From an optimization exercise on the open Yosys and OpenROAD flow, aimed at small area, a short achievable clock period and few clock cycles; shortcuts taken in it are not production practice. The RTL was checked by simulation tests, not by an equivalence proof against the original design.

==> design/flow/design.v <==
module gf_mul (
    input  logic [9:0] a,
    input  logic [9:0] b,
    output logic [9:0] y
);
    logic [9:0] ap [0:9];
    always_comb begin
        ap[0] = a;
        for (int j = 1; j < 10; j++)
            ap[j] = {ap[j-1][8:0], 1'b0} ^ (ap[j-1][9] ? 10'h009 : 10'h000);
        y = 10'd0;
        for (int j = 0; j < 10; j++)
            if (b[j]) y = y ^ ap[j];
    end
endmodule
module rs_dec_kes (
    input  logic        clk,
    input  logic        rst_n,
    input  logic        start,
    input  logic [299:0] syndromes_in_flat,
    output logic        done,
    output logic [159:0] lambda_flat,
    output logic [159:0] omega_flat
);
    localparam logic [2:0] IDLE = 3'd0, ITER = 3'd1, OMG = 3'd2, VER = 3'd3,
                           SCL  = 3'd4, FIN  = 3'd5, RST = 3'd6;
    localparam logic [4:0] KMAX = 5'd22;
    logic [9:0] S [0:29];
    always_comb for (int n = 0; n < 30; n++) S[n] = syndromes_in_flat[10*n +: 10];
    logic [2:0] st;
    logic       om;            
    logic       sc;            
    logic       omx;           
    logic       nobet;         
    logic       fail;          
    logic [4:0] cnt;           
    logic [4:0] L;
    logic [4:0] kp1;           
    logic [4:0] ex;            
    logic [9:0] gam;
    logic [9:0] cpow;          
    logic [9:0] lam [0:15];
    logic [9:0] b   [0:14];    
    logic [9:0] w   [0:15];    
    logic [9:0] sg2, sg3;      
    logic [9:0] p [0:15];
    logic [9:0] delta;
    for (genvar i = 0; i < 16; i++) begin : g1
        gf_mul u (.a(lam[i]), .b(w[i]), .y(p[i]));
    end
    always_comb begin
        delta = 10'd0;
        for (int i = 0; i < 16; i++) delta = delta ^ p[i];
    end
    wire [9:0] gsel = omx ? (sc ? cpow : sg2) : gam;
    wire [9:0] dsel = omx ? (sc ? cpow : sg3) : delta;
    logic [9:0] t2 [0:15];
    logic [9:0] t3 [0:15];
    logic [9:0] lnx [0:15];
    for (genvar i = 0; i < 16; i++) begin : g2
        gf_mul u (.a(gsel), .b(lam[i]), .y(t2[i]));
    end
    assign t3[0] = 10'd0;
    for (genvar i = 1; i < 16; i++) begin : g3
        wire [9:0] bs = om ? lam[i-1] : b[i-1];
        gf_mul u (.a(bs), .b(dsel), .y(t3[i]));
    end
    always_comb for (int i = 0; i < 16; i++) lnx[i] = t2[i] ^ t3[i];
    function automatic logic [9:0] gsq(input logic [9:0] a);
        logic [9:0] r;
        r = 10'd0;
        for (int i = 9; i >= 0; i--) begin
            r = {r[8:0], 1'b0} ^ (r[9] ? 10'h009 : 10'h000);
            if (a[i]) r = r ^ a;
        end
        gsq = r;
    endfunction
    logic [9:0] csq, cmul;
    assign csq = gsq(cpow);
    gf_mul u_cp (.a(csq), .b(gam), .y(cmul));
    wire in_it = (st == ITER);
    wire last_it = in_it && (cnt == 5'd29);
    wire dnz = (delta != 10'd0);
    wire lok = ({L, 1'b0} <= {1'b0, cnt});
    wire upd = dnz && lok;
    wire bet = in_it && !dnz && lok && (cnt <= KMAX) && !nobet;
    wire [4:0] sidx = in_it ? cnt + 5'd1 : 5'(3 * cnt) - 5'd1;
    wire [9:0] snext = S[sidx];
    logic [3:0] ua;
    logic [9:0] r2a, r3a, r1, r2, r3;
    always_comb begin
        ua = cnt[3:0] - 4'd1;
        case (ua)
            4'd9: begin r3a = S[28]; r2a = S[27]; end
            4'd8: begin r3a = S[25]; r2a = S[24]; end
            4'd7: begin r3a = S[22]; r2a = S[21]; end
            4'd6: begin r3a = S[19]; r2a = S[18]; end
            4'd5: begin r3a = S[16]; r2a = S[15]; end
            4'd4: begin r3a = S[13]; r2a = S[12]; end
            4'd3: begin r3a = S[10]; r2a = S[9];  end
            4'd2: begin  r3a = S[7];  r2a = S[6];  end
            4'd1: begin  r3a = S[4];  r2a = S[3];  end
            default: begin r3a = S[1]; r2a = S[0]; end
        endcase
        r1 = in_it ? S[14] : snext;     
        r2 = (in_it || init) ? ((in_it ? bet : bets) ? S[27] : S[12]) : r2a;
        r3 = (in_it || init) ? ((in_it ? bet : bets) ? S[28] : S[13]) : r3a;
    end
    logic vbad, sbad;
    logic [5:0] cq;
    always_comb begin
        vbad = 1'b0;
        cq = 6'd0;
        for (int q = 12; q < 15; q++) begin
            cq = 6'(q + 3) + 6'(3 * cnt[3:0]);
            if (cq >= {1'b0, kp1} && cq <= 6'd29 && b[q] != 10'd0) vbad = 1'b1;
        end
        sbad = 1'b0;
        for (int q = 0; q < 15; q++)
            if (5'(q) >= kp1 && b[q] != 10'd0) sbad = 1'b1;
    end
    wire s0nz = (S[0] != 10'd0);
    wire s1nz = (S[1] != 10'd0);
    wire allz = (syndromes_in_flat == 300'd0);
    wire init = ((st == IDLE || st == FIN) && start) || (st == RST);
    logic [9:0] m01, m02, sq0, sq1, d2;
    gf_mul u_s01 (.a(S[0]), .b(S[1]), .y(m01));
    gf_mul u_s02 (.a(S[0]), .b(S[2]), .y(m02));
    assign sq0 = gsq(S[0]);
    assign sq1 = gsq(S[1]);
    assign d2  = s0nz ? (m02 ^ sq1) : S[2];         
    wire d2nz = (d2 != 10'd0);
    wire lok2 = s0nz || !s1nz;                      
    wire upd2 = d2nz && lok2;
    wire bets = !d2nz && lok2 && !allz && (st != RST);    
    always_ff @(posedge clk or negedge rst_n) begin
        if (!rst_n) begin
            st    <= IDLE;
            cnt   <= 5'd0;
            om    <= 1'b0;
            sc    <= 1'b0;
            omx   <= 1'b0;
            nobet <= 1'b0;
        end else begin
            case (st)
                ITER: begin
                    if (bet) begin
                        st <= VER; om <= 1'b1; omx <= 1'b1; cnt <= 5'd9;
                    end else if (last_it) begin
                        st <= OMG; om <= 1'b1; omx <= 1'b1; cnt <= 5'd4;
                    end else cnt <= cnt + 5'd1;
                end
                OMG: begin
                    cnt <= cnt - 5'd1;
                    if (cnt[3:0] == 4'd0) begin st <= FIN; om <= 1'b0; omx <= 1'b0; end
                end
                VER: begin
                    cnt <= cnt - 5'd1;
                    if (cnt[3:0] == 4'd0) begin st <= SCL; om <= 1'b0; sc <= 1'b1; end
                end
                SCL: begin
                    sc <= 1'b0;
                    omx <= 1'b0;
                    st <= (fail || sbad) ? RST : FIN;
                end
                RST: begin
                    st <= ITER; cnt <= 5'd3; nobet <= 1'b1;
                end
                default: begin
                    if (start) begin
                        nobet <= 1'b0;
                        if (allz) st <= FIN;
                        else if (bets) begin
                            st <= VER; om <= 1'b1; omx <= 1'b1; cnt <= 5'd9;
                        end else begin
                            st <= ITER; cnt <= 5'd3;
                        end
                    end else st <= IDLE;
                end
            endcase
        end
    end
    always_ff @(posedge clk) begin
        if (init) begin
            for (int i = 0; i < 16; i++) lam[i] <= 10'd0;
            for (int i = 0; i < 15; i++) b[i] <= 10'd0;
            if (s0nz) begin
                lam[0] <= sq0; lam[1] <= m01; lam[2] <= d2;
                if (upd2) begin b[0] <= S[0]; b[1] <= S[1]; end
                else b[2] <= 10'd1;
                gam <= upd2 ? d2 : S[0];
                L   <= upd2 ? 5'd2 : 5'd1;
            end else if (s1nz) begin
                lam[0] <= S[1]; lam[1] <= S[2]; lam[2] <= sq1;
                b[1] <= 10'd1;
                gam <= S[1];
                L   <= 5'd2;
            end else begin
                lam[0] <= 10'd1; lam[3] <= S[2];
                if (upd2) b[0] <= 10'd1;
                else if (!allz) b[3] <= 10'd1;
                gam <= upd2 ? S[2] : 10'd1;
                L   <= upd2 ? 5'd3 : 5'd0;
            end
        end else if (in_it) begin
            for (int i = 0; i < 16; i++) lam[i] <= lnx[i];
            if (upd) begin
                for (int i = 0; i < 15; i++) b[i] <= lam[i];
                gam <= delta;
                L   <= cnt + 5'd1 - L;
            end else begin
                b[0] <= 10'd0;
                for (int i = 1; i < 15; i++) b[i] <= b[i-1];
            end
        end else if (om) begin
            for (int j = 0; j < 15; j++)
                b[j] <= (j >= 3 ? b[j-3] : 10'd0) ^ (j >= 2 ? p[j-2] : 10'd0) ^ lnx[j];
        end else if (sc) begin
            for (int i = 0; i < 16; i++) lam[i] <= t2[i];
            for (int j = 0; j < 15; j++) b[j] <= t3[j+1];
        end
        if (bet || init) begin
            kp1  <= in_it ? cnt + 5'd1 : 5'd3;
            ex   <= in_it ? 5'd29 - cnt : 5'd27;
            cpow <= 10'd1;
            fail <= 1'b0;
        end else if (st == VER) begin
            if (vbad) fail <= 1'b1;
            if (cnt[3:0] >= 4'd5) cpow <= ex[cnt[3:0] - 4'd5] ? cmul : csq;
        end
        if (init) begin
            w[0] <= bets ? S[29] : S[3];
            w[1] <= S[2]; w[2] <= S[1]; w[3] <= S[0];
            for (int i = 4; i < 16; i++) w[i] <= 10'd0;
        end else if (in_it && !last_it) begin
            w[0] <= bet ? S[29] : snext;
            for (int i = 1; i < 16; i++) w[i] <= w[i-1];
        end else begin
            for (int i = 0; i < 16; i++) w[i] <= r1;
        end
        sg2 <= r2;
        sg3 <= r3;
    end
    assign done = (st == FIN);
    always_comb begin
        for (int n = 0; n < 16; n++) lambda_flat[10*n +: 10] = lam[n];
        omega_flat[9:0] = lam[0];
        for (int j = 1; j < 16; j++)
            omega_flat[10*j +: 10] = lam[j] ^ b[j-1];
    end
endmodule
==> design/flow/flow/run.sh <==
#!/bin/bash
# The standard layout (the standard.sh, unchanged synthesis and steps),
# with the port buffers inserted by buffer_ports made of
# sky130_fd_sc_hd__buf_2 instead of the default cell.
set -euo pipefail
export BUFFER_PORTS_ARGS="-buffer_cell sky130_fd_sc_hd__buf_2"
bash standard.sh "BUFFER_PORTS_ARGS=-buffer_cell sky130_fd_sc_hd__buf_2" finish > standard_flow.log 2>&1
==> design/flow/standard.sh <==
#!/bin/bash
# synth_recipe.tcl (not shown) runs the flow's synth.tcl, then flattens the netlist and writes it again
# the make line also repeats each setting of config.mk as NAME=value (left out here)
make -C /OpenROAD-flow-scripts/flow DESIGN_CONFIG=/design/flow/config.mk WORK_HOME=/design/flow/orfs CLKGATE_MAP_FILE= SYNTH_SCRIPT=/design/flow/synth_recipe.tcl "${@:-finish}"
==> design/flow/config.mk <==
export PLATFORM = sky130hd
export DESIGN_NAME = rs_dec_kes
export DESIGN_NICKNAME = rs_dec_kes
export VERILOG_FILES = /design/flow/design.v
export SDC_FILE = /design/flow/constraint.sdc
export NUM_CORES = 8
export LEC_CHECK = 0
export CAP_MARGIN = 35
export CORE_MARGIN = 2
export CORE_UTILIZATION = 50
export SETUP_SLACK_MARGIN = 2.7
export SLEW_MARGIN = 35
==> design/flow/constraint.sdc <==
create_clock -name core_clock -period 9.0 [get_ports {clk}]
set_input_delay 1.8000 -clock core_clock [delete_from_list [all_inputs] [get_ports {clk}]]
set_output_delay 1.8000 -clock core_clock [all_outputs]
set_load 0.01 [all_outputs]
==> impl_metrics.py <==
metrics = {
    "min_path": {
        "hold_depth": 2,
        "min_from": "fail",
        "hold_class": "register to register",
        "whs_endpoint": "fail",
    },
    "critical_path": {
        "worstPathCellList": "buf_4 > buf_4 > xor2_4 > nand2_1 > xnor3_1 > xnor3_1 > xnor2_1 > xnor3_1 > xnor3_1 > xnor3_1 > o21ai_4 > buf_4 > buf_6 > a21oi_1 > o22ai_1 > xnor2_1 > xnor2_1 > xnor2_1 > mux2i_1 > o22ai_1",
        "crit_type": "register to register",
        "r2r_end": "lam[8][5]",
        "cp-end-kind": "register",
        "r2r_start": "lam[3][2]",
        "r2r_slack_ns": 2.65,
        "crit_top_cell": "xnor3_1",
        "max_stage_delay_ns": 0.56,
        "cp_slowest_cell": "xnor3_1",
        "required_ns": 9.59,
        "r2r_cells": 20,
        "crit_path_start_kind": "register",
        "cp_max_fo": 40,
        "cp.arrival_ns": 6.94,
    },
    "status": {
        "status": "finished clean",
    },
    "synth": {
        "synth_edf_count": 104,
        "ys_ff_latch": 537,
        "synth_ff_type": "dfxtp_1",
        "syn_nets": 17355,
        "ys_warn_count": 17,
        "synth_area_per_cell_um2": 6.75,
        "ys_seq_area_share_pct": 10.3,
        "synthArstFlopShare_pct": 2.23,
        "netlist_area_um2": 115000,
        "yosys.cell_types.count": 92,
        "syn_inst": 17000,
    },
    "floorplan": {
        "core_area_um2": 228000,
        "die_w_um": 483,
        "rows": 175,
        "die-area_um2": 233000,
        "num_io_pins": 624,
        "die_h_um": 483,
        "start_util_pct": 50.4,
    },
    "timing": {
        "slew_headroom_pct": 27.3,
        "timing.setup.tns_ns": 0,
        "max_freq_mhz": 158,
        "period_share_pct": 70.5,
        "timing.final.max_slew_violations": 0,
        "skew_ns": 0.0432,
        "hold_viol": 0,
        "worst_slack_ns": 2.65,
        "worst_pin_slew_ns": 1.09,
        "setup_viol_count_final": 0,
        "grt_setup_unrepaired": "true",
        "fin_crit_ns": 6.35,
    },
    "clocking": {
        "cts.hold.buffers_added": 0,
        "clk_pin_slew_ns": 0.07,
        "cts_max_path_buffers": 3,
        "cts_tree": "done",
        "clock_latency_ns": 0.78,
        "ctsRootBufferMaster": "clkbuf_16",
        "cts_sinks": 537,
        "cts_made_buffers": 78,
        "htreeDepth": 3,
    },
    "layout": {
        "num-nets-final": 17061,
        "area_delta_synth_final_pct": 9.59,
        "final_common_cell": "nand2_1",
        "fillers": 22786,
        "mostFrequentLayoutCells": "4,354 x nand2_1, 3,440 x xnor2_1, 1,100 x a21oi_1",
        "layout-drive-gt1-share_pct": 12.3,
    },
    "route": {
        "wire_per_inst_um": 33.4,
        "dr.pass1.iters": 9,
        "drc": 0,
        "routed_wl_um": 664000,
        "drtIter0Drc": 22311,
        "via_per_inst": 6.60,
        "vias": 131332,
        "drtAntennaViolNets": 0,
    },
    "grt": {
        "grt_pass1_vias": 114640,
        "grt_overflow_total": 0,
        "antenna_found_initial": 72,
        "grt_pass1_wl_um": 913000,
        "grtUsageTotal_pct": 53.6,
        "grt_max_degree": 135,
    },
    "place": {
        "hpwl_um": 461000,
        "port_buffers": 623,
        "place.gp.congestion": 1.09,
        "place_ws_ns": 1.36,
    },
    "flow_run": {
        "cap_violations": 0,
    },
}
worst max-delay path: cells and delay by family, from the launching register on:
family                    cells  cell delay (ns)
buffers and inverters         4             1.14
AOI/OAI and AO/OA             4             1.04
muxes                         1             0.15
and+or+nand+nor               1             0.12
xor gates and xnor gates     10             3.36
DFF                           1             0.34
cells in the mapped netlist, types with 182 or more instances:
cell | count | area, um2
nand2b_1 | 182 | 1140
clkbuf_1 | 893 | 3350
o22ai_1 | 211 | 1320
o21ai_0 | 641 | 3210
a21oi_1 | 1115 | 5580
buf_1 | 310 | 1160
xor2_1 | 1096 | 9600
buf_2 | 361 | 1810
dfxtp_1 | 421 | 8430
nand3_1 | 192 | 961
mux2i_1 | 355 | 3550
nor2_1 | 892 | 3350
nand2_1 | 4373 | 16400
a22oi_1 | 258 | 1940
xnor2_1 | 3567 | 31200
cells by family (layout without fill, tap and decap cells):
kind of cell	Yosys count	after routing	share of synthesized area, %
AO/OA/AOI/OAI	3063	3073	16.4
AND/OR/NAND/NOR	6202	6202	22.1
buffers and inverters	1752	1507	6.45
adder cells (fa/ha/maj)	53	53	0.589
other	0	122	0
XOR/XNOR	4855	4855	39.2
multiplexers	538	538	4.91
flip-flops	537	537	10.3
stage by stage:
| step | util, % | area [um2] | std cells | hold WS, ns |
|---|---|---|---|---|
| floorplan | - | 115000 | 17000 | 0.432 |
| global placement | 52.6 | 120000 | 19533 | 0.453 |
| detailed placement | 52.8 | 120000 | 19534 | 0.456 |
| CTS | 54.5 | 124000 | 19735 | 0.468 |
| global route | 55.1 | 126000 | 19801 | 0.522 |
| finish | 55.2 | 126000 | 19896 | 0.497 |
area by class of cell:
cell class | count | area [um2] | share of cell area, %
multi-input cells | 14721 | 97900 | 77.9
inverters | 103 | 398 | 0.316
well taps | 3009 | 3760 | 2.99
repair buffers | 1265 | 8740 | 6.95
clock inverters | 30 | 409 | 0.325
clock buffers | 109 | 2270 | 1.81
flip-flops and latches | 537 | 12000 | 9.51
diodes | 122 | 305 | 0.243
sequential cells by signal, summed over array words and instances, names as in the netlist, 3 cells and up:
signal  count
w         160
b         150
kp1         5
sg2        10
L           5
sg3        10
cnt         5
cpow       10
ex          4
gam        10
st          3
lam       160
routing by layer:
| metal | vias to the layer above | share of wire (%) | GRT usage, % |
|---|---|---|---|
| met4 | 40 | 9.5 | 43.2 |
| met5 | - | 0.058 | 0.408 |
| li1 | 55318 | - | - |
| met2 | 11750 | 39 | 72.5 |
| met1 | 61263 | 36 | 66.0 |
| met3 | 2961 | 16 | 22.0 |
what timing repair did:
item | 4_1_cts | 5_1_grt
setup endpoints to repair | 365 | 431
pin swaps | 6 | 20
buffers inserted | 56 | 24
cloned | 6 | 10
resized for setup | 143 | 169
worst max path at each step:
stage / from / to
after global routing: lam[14][8] / b[4][8]
after global placement: syndromes_in_flat[2] / sg2[1]
final: lam[3][2] / lam[8][5]
after detailed placement: syndromes_in_flat[2] / sg2[1]
after floorplan: syndromes_in_flat[2] / w[0][0]
after CTS: lam[6][6] / b[3][3]
Testbench counts, summed over its fixed seeds: cycles 76,522.

-- what the ideal ports hide --
Ports are ideal in the flow. The routed layout listed here was re-timed in OpenROAD.
Step 1 sets driving cells, clkbuf_16 on the clock port and buf_2 on the other inputs (assumed; they add their load-dependent delay and slew).
Step 2 also shifts input and output timing later by t, the mid clock arrival at the registers, as if the neighbouring blocks saw the same clock.
Three values: ideal, step 1, step 2; two values: the first two.
t, ns: 0.867
slack for setup (ns): 2.652 / 2.652 / 1.966
worst register clock-pin slew, ns: 0.08 / 0.08
After both steps setup and hold are still met in this run. The setup slack of this run moves by 0.000 ns with the drivers and by -0.686 ns with both steps.
